What follows belongs to an exercise in optimizing a design on an open flow for small area; a production flow would make more cautious choices.
Only simulation tests tie the RTL to the original design; equivalence was not proved.
Power figures rest on the tool's default switching activity, not on a simulated workload.

File: flow/run.sh
#!/bin/bash
# synth_recipe.tcl (not shown) runs the flow's synth.tcl, then flattens the netlist and writes it again
# the make line also repeats each setting of config.mk as NAME=value (left out here)
make -C /OpenROAD-flow-scripts/flow DESIGN_CONFIG=/design/flow/config.mk WORK_HOME=/design/flow/orfs CLKGATE_MAP_FILE= SYNTH_SCRIPT=/design/flow/synth_recipe.tcl finish
File: flow/config.mk
export PLATFORM = sky130hd
export DESIGN_NAME = alu_datamem_top
export DESIGN_NICKNAME = alu_datamem_top
export VERILOG_FILES = /design/flow/design.v
export SDC_FILE = /design/flow/constraint.sdc
export NUM_CORES = 4
export LEC_CHECK = 0
export CAP_MARGIN = 20
export CORE_MARGIN = 2
export CORE_UTILIZATION = 40
export SLEW_MARGIN = 20
File: flow/constraint.sdc
create_clock -name core_clock -period 10.0 [get_ports {clk}]
set_input_delay 2.0000 -clock core_clock [delete_from_list [all_inputs] [get_ports {clk}]]
set_output_delay 2.0000 -clock core_clock [all_outputs]
set_load 0.01 [all_outputs]
File: flow/design.v
`timescale 1ns / 1ps
module TwoToOneMux(
input logic [15:0] a, b,
input logic sel_mux,
output logic [15:0] out
    );
    always_comb
        if (sel_mux)
            out = b;
        else
            out = a;
endmodule
`timescale 1ns / 1ps
module alu(
input logic signed [15:0] a,
input logic [15:0] b,
input logic [3:0] s,
output logic ovf, take_branch,
output logic [15:0] f
    );
    always_comb
        case(s)
            0 : begin
                   f = a + b;
                   take_branch = 0;
                   if ((a[15] & b[15] & ~f[15]) | (~a[15] & ~b[15] & f[15]))
                        ovf = 1;
                   else
                        ovf = 0;
                end
            1 : begin
                    f = ~b;
                    take_branch = 0;
                    ovf = 0;
                end
            2 : begin
                    f = a & b;
                    take_branch = 0;
                    ovf = 0;
                end
            3 : begin
                    f = a | b;
                    take_branch = 0;
                    ovf = 0;
                end
            4 : begin
                    f = a >>> b;
                    take_branch = 0;
                    ovf = 0;
                end
            5 : begin
                    f = a << b;
                    take_branch = 0;
                    ovf = 0;
                end
            6 : begin
                    f = 0;
                    if (a == 0)
                        take_branch = 1;
                    else
                        take_branch = 0;
                    ovf = 0;
                end
            7 : begin
                    f = 0;
                    if (a != 0)
                        take_branch = 1;
                    else
                        take_branch = 0;
                    ovf = 0;
                end
            default : begin
                        f = a ^ b;
                        take_branch = 0;
                        ovf = 0;
                    end
            endcase
endmodule
`timescale 1ns / 1ps
module regfile(
input logic rst, clk, wr_en,
input logic [2:0] rd0_addr, rd1_addr, wr_addr,
input logic [15:0] wr_data,
output logic [15:0] rd0_data, rd1_data);
    (* mem2reg *) reg [15:0] mem [0:7];
    always @ (posedge clk)
    begin
        if (rst)
            for (int i = 0; i < 8; i = i + 1)
                begin
                    mem[i] <= 0;
                end
       else if (wr_en)
        mem[wr_addr] <= wr_data;
    end
        assign rd0_data = mem[rd0_addr];
        assign rd1_data = mem[rd1_addr];
endmodule
`timescale 1ns / 1ps
module alu_datamem_top(input clk,	 
        input logic reset,
        input logic RegWrite,
        input logic [15:0] alu_input2_instr_src,
        input logic ALUSrc1, ALUSrc2,
        input logic [3:0] ALUOp,
        input logic MemToReg,
        input logic [2:0] regfile_ReadAddress1,	 
        input logic [2:0] regfile_ReadAddress2,	 
        input logic [2:0] regfile_WriteAddress,	 
        input logic [15:0] DataMemOut,
		output logic ovf_ctrl,
		output logic take_branch,
        output logic [15:0] alu_output,          
        output logic [15:0] regfile_WriteData,
        output logic [15:0] regfile_ReadData1,
        output logic [15:0] regfile_ReadData2,   
        output logic [15:0] alu_input1,
        output logic [15:0] alu_input2
    );
    logic alu_ovf_flag, alu_take_branch;
    logic [15:0] zero_register;
    assign zero_register = 16'd0;
	assign ovf_ctrl = alu_ovf_flag;
	assign take_branch = alu_take_branch;
    regfile reg1(.rst(reset),.clk(clk),.wr_en(RegWrite),.rd0_addr(regfile_ReadAddress1),
    .rd1_addr(regfile_ReadAddress2),.wr_addr(regfile_WriteAddress),
    .wr_data(regfile_WriteData),.rd0_data(regfile_ReadData1),.rd1_data(regfile_ReadData2)
    );
    TwoToOneMux mux1(.a(regfile_ReadData1),.b(zero_register),.sel_mux(ALUSrc1),.out(alu_input1));
    TwoToOneMux mux2(.a(regfile_ReadData2),.b(alu_input2_instr_src),.sel_mux(ALUSrc2),.out(alu_input2));
    alu sixteenbit_alu(
        .s(ALUOp),
        .a(alu_input1),
        .b(alu_input2),
        .f(alu_output),
        .ovf(alu_ovf_flag),
        .take_branch(alu_take_branch)
        );
    TwoToOneMux mux3(.a(alu_output),.b(DataMemOut),.sel_mux(MemToReg),.out(regfile_WriteData));
endmodule
==> run summary <==
==> layout make-up <==
type | instances | area [um^2] | area share (%)
timing repair buffer | 234 | 2132 | 15.06
inverter | 79 | 296.5 | 2.094
clock buffer | 20 | 456.7 | 3.225
sequential | 128 | 2562 | 18.10
clock inverter | 12 | 157.7 | 1.113
multi-input combinational | 1178 | 8075 | 57.02
tap | 384 | 480.5 | 3.393
==> cell families after synthesis <==
kind of cell / after synthesis / share of synthesized area (%)
XOR/XNOR: 11 / 0.8340
multiplexers: 94 / 9.250
AO/OA/AOI/OAI: 495 / 33.17
AND/OR/NAND/NOR: 545 / 22.75
adder cells (fa/ha/maj): 33 / 3.639
buffers and inverters: 205 / 8.178
flip-flops: 128 / 22.18
==> stage by stage <==
| step | worst slack (ps) | hold WS (ps) | util (%) |
|---|---|---|---|
| after floorplan | 1944 | 467.4 | - |
| after global placement | 611.2 | 489.1 | 47.36 |
| after detailed placement | 652.7 | 498.2 | 47.36 |
| after CTS | 636.4 | 506.0 | 49.51 |
| after global routing | 226.8 | 531.2 | 49.61 |
| final | 450.6 | 503.7 | 49.61 |
==> worst max-delay path: stages <==
cell and delay, ps:
clkdlybuf4s50_1 940, or3_1 230, buf_4 190, nor2_1 80
a21oi_1 350, and2_1 490, ha_1 290, inv_1 60
fa_1 390, nor2b_1 120, o21a_1 130, o21ai_0 120
buf_4 170, nand2b_1 60, a21oi_1 80, xnor2_1 140
a21oi_1 430, o221ai_1 270, o21a_1 240, mux2_2 260
clkdlybuf4s50_1 490
==> routing by layer <==
metal	share of wire (%)	global-route usage [%]
met1	39	46.35
met2	46	58.33
met4	6.1	20.24
met5	0	0
met3	8.7	5.359
==> cell usage after synthesis (12+ instances only) <==
cell / number / share of area, %
a2111oi_0: 26 / 2.0
a211oi_1: 92 / 6.0
a21oi_1: 72 / 3.1
a221oi_1: 27 / 2.0
a31oi_1: 17 / 0.92
buf_2: 32 / 1.4
buf_4: 14 / 0.91
clkbuf_1: 65 / 2.1
dfxtp_1: 128 / 22
ha_1: 32 / 3.5
inv_1: 74 / 2.4
mux2_2: 18 / 1.8
mux2i_1: 67 / 5.8
nand2_1: 81 / 2.6
nand2b_1: 23 / 1.2
nand3_1: 25 / 1.1
nand3b_1: 24 / 1.6
nor2_1: 250 / 8.1
nor2b_1: 22 / 1.2
nor3_1: 37 / 1.6
nor3b_1: 14 / 0.91
o211ai_1: 13 / 0.84
o21a_1: 12 / 0.78
o21ai_0: 40 / 1.7
o221ai_1: 21 / 1.6
o22ai_1: 17 / 0.92
o2bb2ai_1: 12 / 0.91
or3_1: 12 / 0.65
==> worst min path at each step <==
| stage | startpoint | to | slack [ps] | cells after the start |
|---|---|---|---|---|
| floorplan | reg1.mem[5][6] | reg1.mem[5][6] | 470 | 2 |
| global placement | reg1.mem[1][3] | reg1.mem[1][3] | 490 | 2 |
| detailed placement | reg1.mem[4][14] | reg1.mem[4][14] | 500 | 2 |
| CTS | reg1.mem[1][5] | reg1.mem[1][5] | 510 | 2 |
| global route | reg1.mem[7][7] | reg1.mem[7][7] | 530 | 2 |
| finish | reg1.mem[4][14] | reg1.mem[4][14] | 500 | 2 |
==> power by group through the flow <==
stage          Sequential, W  Combinational [W]  Clock, W
3_5_place_dp        0.000553           0.000546         0
6_report            0.000543           0.000562  0.000650
5_1_grt             0.000544           0.000592  0.000673
2_1_floorplan       0.000547           0.000316         0
4_1_cts             0.000542           0.000548  0.000652
3_3_place_gp        0.000553           0.000546         0
==> run summary <==
# TYPE chip_impl_metric gauge
chip_impl_info{name="top_regs",value="reg1.mem (128)"} 1
chip_impl_metric{name="clk-insertion-delay-late",unit="ps"} 430
chip_impl_metric{name="final_hold_viol_count",unit=""} 0
chip_impl_metric{name="die_area",unit="um^2"} 30250
chip_impl_info{name="critPathKind",value="in2out"} 1
chip_impl_metric{name="design_area",unit="um^2"} 14160
chip_impl_metric{name="r2r.worst_path.cells",unit=""} 18
chip_impl_metric{name="max_clock_freq",unit="GHz"} 0.1047
chip_impl_metric{name="endpoint_required_time_on_the_critical_path",unit="ps"} 8000
chip_impl_metric{name="cts.path.max_buffers",unit=""} 2
chip_impl_metric{name="timing_worst_slew_pin_value",unit="ps"} 1054
chip_impl_metric{name="gp_routability_congestion",unit=""} 1.025
chip_impl_metric{name="total_switching_power",unit="W"} 0.0006087
chip_impl_metric{name="post_cts.resized_instances",unit=""} 0
chip_impl_metric{name="detail_route.wl_per_cell",unit="um"} 27.54
chip_impl_info{name="regToRegEndpoint",value="reg1.mem[4][12]"} 1
chip_impl_metric{name="seqPwrFrac",unit="%"} 30.9
chip_impl_metric{name="first_global_vias",unit=""} 12587
chip_impl_metric{name="clk_pin_slew_worst_paths",unit="ps"} 60
chip_impl_metric{name="slew_violations",unit=""} 0
chip_impl_metric{name="dr.first_iter.drc_count",unit=""} 1459
chip_impl_metric{name="globalRouteOverflowTotal",unit=""} 0
chip_impl_metric{name="layout_worst_path_cycle_share",unit="%"} 95.49
chip_impl_metric{name="cts_made_buffers",unit=""} 17
chip_impl_info{name="layout_commonest_cell",value="nor2_1"} 1
chip_impl_metric{name="floorplan.initialDensity",unit="%"} 40.46
chip_impl_metric{name="pwr_density_cell",unit="nW/um^2"} 123.9
chip_impl_info{name="worstSetupEndpoint",value="regfile_WriteData[6]"} 1
chip_impl_metric{name="synth_seq_area_share",unit="%"} 22.18
chip_impl_metric{name="mappedNetlistArea",unit="um^2"} 11550
chip_impl_metric{name="grt_util_all_layers",unit="%"} 36.17
chip_impl_info{name="grt_setup_unrepaired",value="no"} 1
chip_impl_info{name="ys.flop_type",value="dfxtp_1"} 1
chip_impl_metric{name="layout.cells.non_filler",unit=""} 2035
chip_impl_metric{name="final_antenna_net_count",unit=""} 0
chip_impl_metric{name="cts_htree_levels",unit=""} 4
chip_impl_metric{name="port_buffers",unit=""} 148
chip_impl_metric{name="routed_wirelength",unit="mm"} 56.05
chip_impl_metric{name="max_slew_margin",unit="%"} 29.30
chip_impl_metric{name="p_leak",unit="nW"} 5.129
chip_impl_metric{name="clock_power_share",unit="%"} 37.0
chip_impl_metric{name="largest_register_ff_count",unit=""} 128
chip_impl_metric{name="syn-num-nets",unit=""} 1595
chip_impl_metric{name="num-nets-final",unit=""} 1722
chip_impl_metric{name="yosys.cell_types.count",unit=""} 95
chip_impl_metric{name="worst-endpoint-arrival",unit="ps"} 7550
chip_impl_metric{name="vias_per_cell",unit=""} 6.550
chip_impl_metric{name="core_area",unit="um^2"} 28550
chip_impl_metric{name="global_route_wire_length_before_repair",unit="mm"} 82.63
chip_impl_metric{name="floorplan.rows",unit=""} 62
chip_impl_info{name="cts_tree",value="built"} 1
chip_impl_info{name="layout.cells.most_common_list",value="244 x nor2_1, 142 x clkdlybuf4s50_1, 128 x dfxtp_1"} 1
chip_impl_metric{name="synth_edf_count",unit=""} 0
chip_impl_metric{name="timing.critical_path.fanout_max",unit=""} 14
chip_impl_metric{name="fin_total_pwr",unit="W"} 0.001754
chip_impl_metric{name="power.ir.vdd_worst",unit="mV"} 0.1194
chip_impl_metric{name="synth_cells",unit=""} 1511
chip_impl_info{name="outcome",value="no timing/DRC/antenna violations"} 1
chip_impl_metric{name="pin_count_of_the_biggest_net_entering_global_routing",unit=""} 105
chip_impl_info{name="critPathCaptureType",value="primary output"} 1
chip_impl_info{name="registers.top_by_ff_count",value="reg1.mem"} 1
chip_impl_metric{name="final_setup_violation_count",unit=""} 0
chip_impl_info{name="reg2reg_from",value="reg1.mem[3][0]"} 1
chip_impl_metric{name="post_route_cells_drive_above_1_share",unit="%"} 12.78
chip_impl_metric{name="number_of_antenna_violations_at_the_first_check_in_global_routing",unit=""} 0
chip_impl_metric{name="synth-seq-cells",unit=""} 128
chip_impl_metric{name="total_clock_sinks",unit=""} 128
chip_impl_metric{name="total_inserted_antenna_cells",unit=""} 0
chip_impl_info{name="worst_setup_path_startpoint",value="regfile_ReadAddress1[2]"} 1
chip_impl_metric{name="skew",unit="ps"} 9.792
chip_impl_metric{name="cap_viol_max_count",unit=""} 0
chip_impl_metric{name="power_report.internal_total",unit="W"} 0.001145
chip_impl_metric{name="p_comb_share",unit="%"} 32.0
chip_impl_metric{name="synthesis.area_per_instance",unit="um^2"} 7.645
chip_impl_metric{name="post_cts_buffers",unit=""} 0
chip_impl_metric{name="min_period",unit="ps"} 9549
chip_impl_metric{name="synth_warnings",unit=""} 3
chip_impl_metric{name="hpwlAfterDp",unit="mm"} 42.30
chip_impl_metric{name="dr_total_vias",unit=""} 13329
chip_impl_metric{name="die_height",unit="um"} 173.9
chip_impl_metric{name="post_cts_hold_buffer_count",unit=""} 0
chip_impl_info{name="clock_root_cell",value="clkbuf_16"} 1
chip_impl_metric{name="boundaryPins",unit=""} 149
chip_impl_metric{name="placed_cell_area",unit="um^2"} 13520
chip_impl_metric{name="dr.pass1.iters",unit=""} 6
chip_impl_metric{name="worst-r2r-setup-slack",unit="ps"} 5190
chip_impl_metric{name="areaGrowthSynthToFinish",unit="%"} 22.60
chip_impl_metric{name="nFillCells",unit=""} 2916
chip_impl_metric{name="async_reset_ff_share",unit="%"} 0
chip_impl_info{name="startpoint_type",value="primary input"} 1
chip_impl_metric{name="die_w",unit="um"} 173.9
chip_impl_metric{name="drt_drc_violations_left",unit=""} 0
chip_impl_metric{name="switching_share",unit="%"} 34.70
chip_impl_metric{name="dp_cells",unit=""} 2002
chip_impl_info{name="hold_path.class",value="reg2reg"} 1
chip_impl_metric{name="setup_total_negative_slack",unit="ps"} 0

-- separate check: timing with driven ports --
No port has a modelled driver above. Below, the same layout with a new extraction and two added sets of constraints.
Step 1 assumes that a clkbuf_16 drives the clock port and a buf_2 every other input.
Step 2 also shifts input and output timing later by t, the mid clock arrival at the registers, as if the neighbouring blocks saw the same clock.
Three values: ideal ports, drivers, drivers and shift; two values: the first two.
shift t [ns]: 0.465
slack for setup (ns): 0.451 / 0.428 / 0.428
worst hold slack (ns): 0.504 / 0.504 / 0.504
worst setup path at the end: input to output
slew at the worst register clock pin (ns): 0.06 / 0.06
After both steps this run still meets setup and hold. The setup slack of this run moves by -0.023 ns with the drivers and by -0.023 ns with both steps.
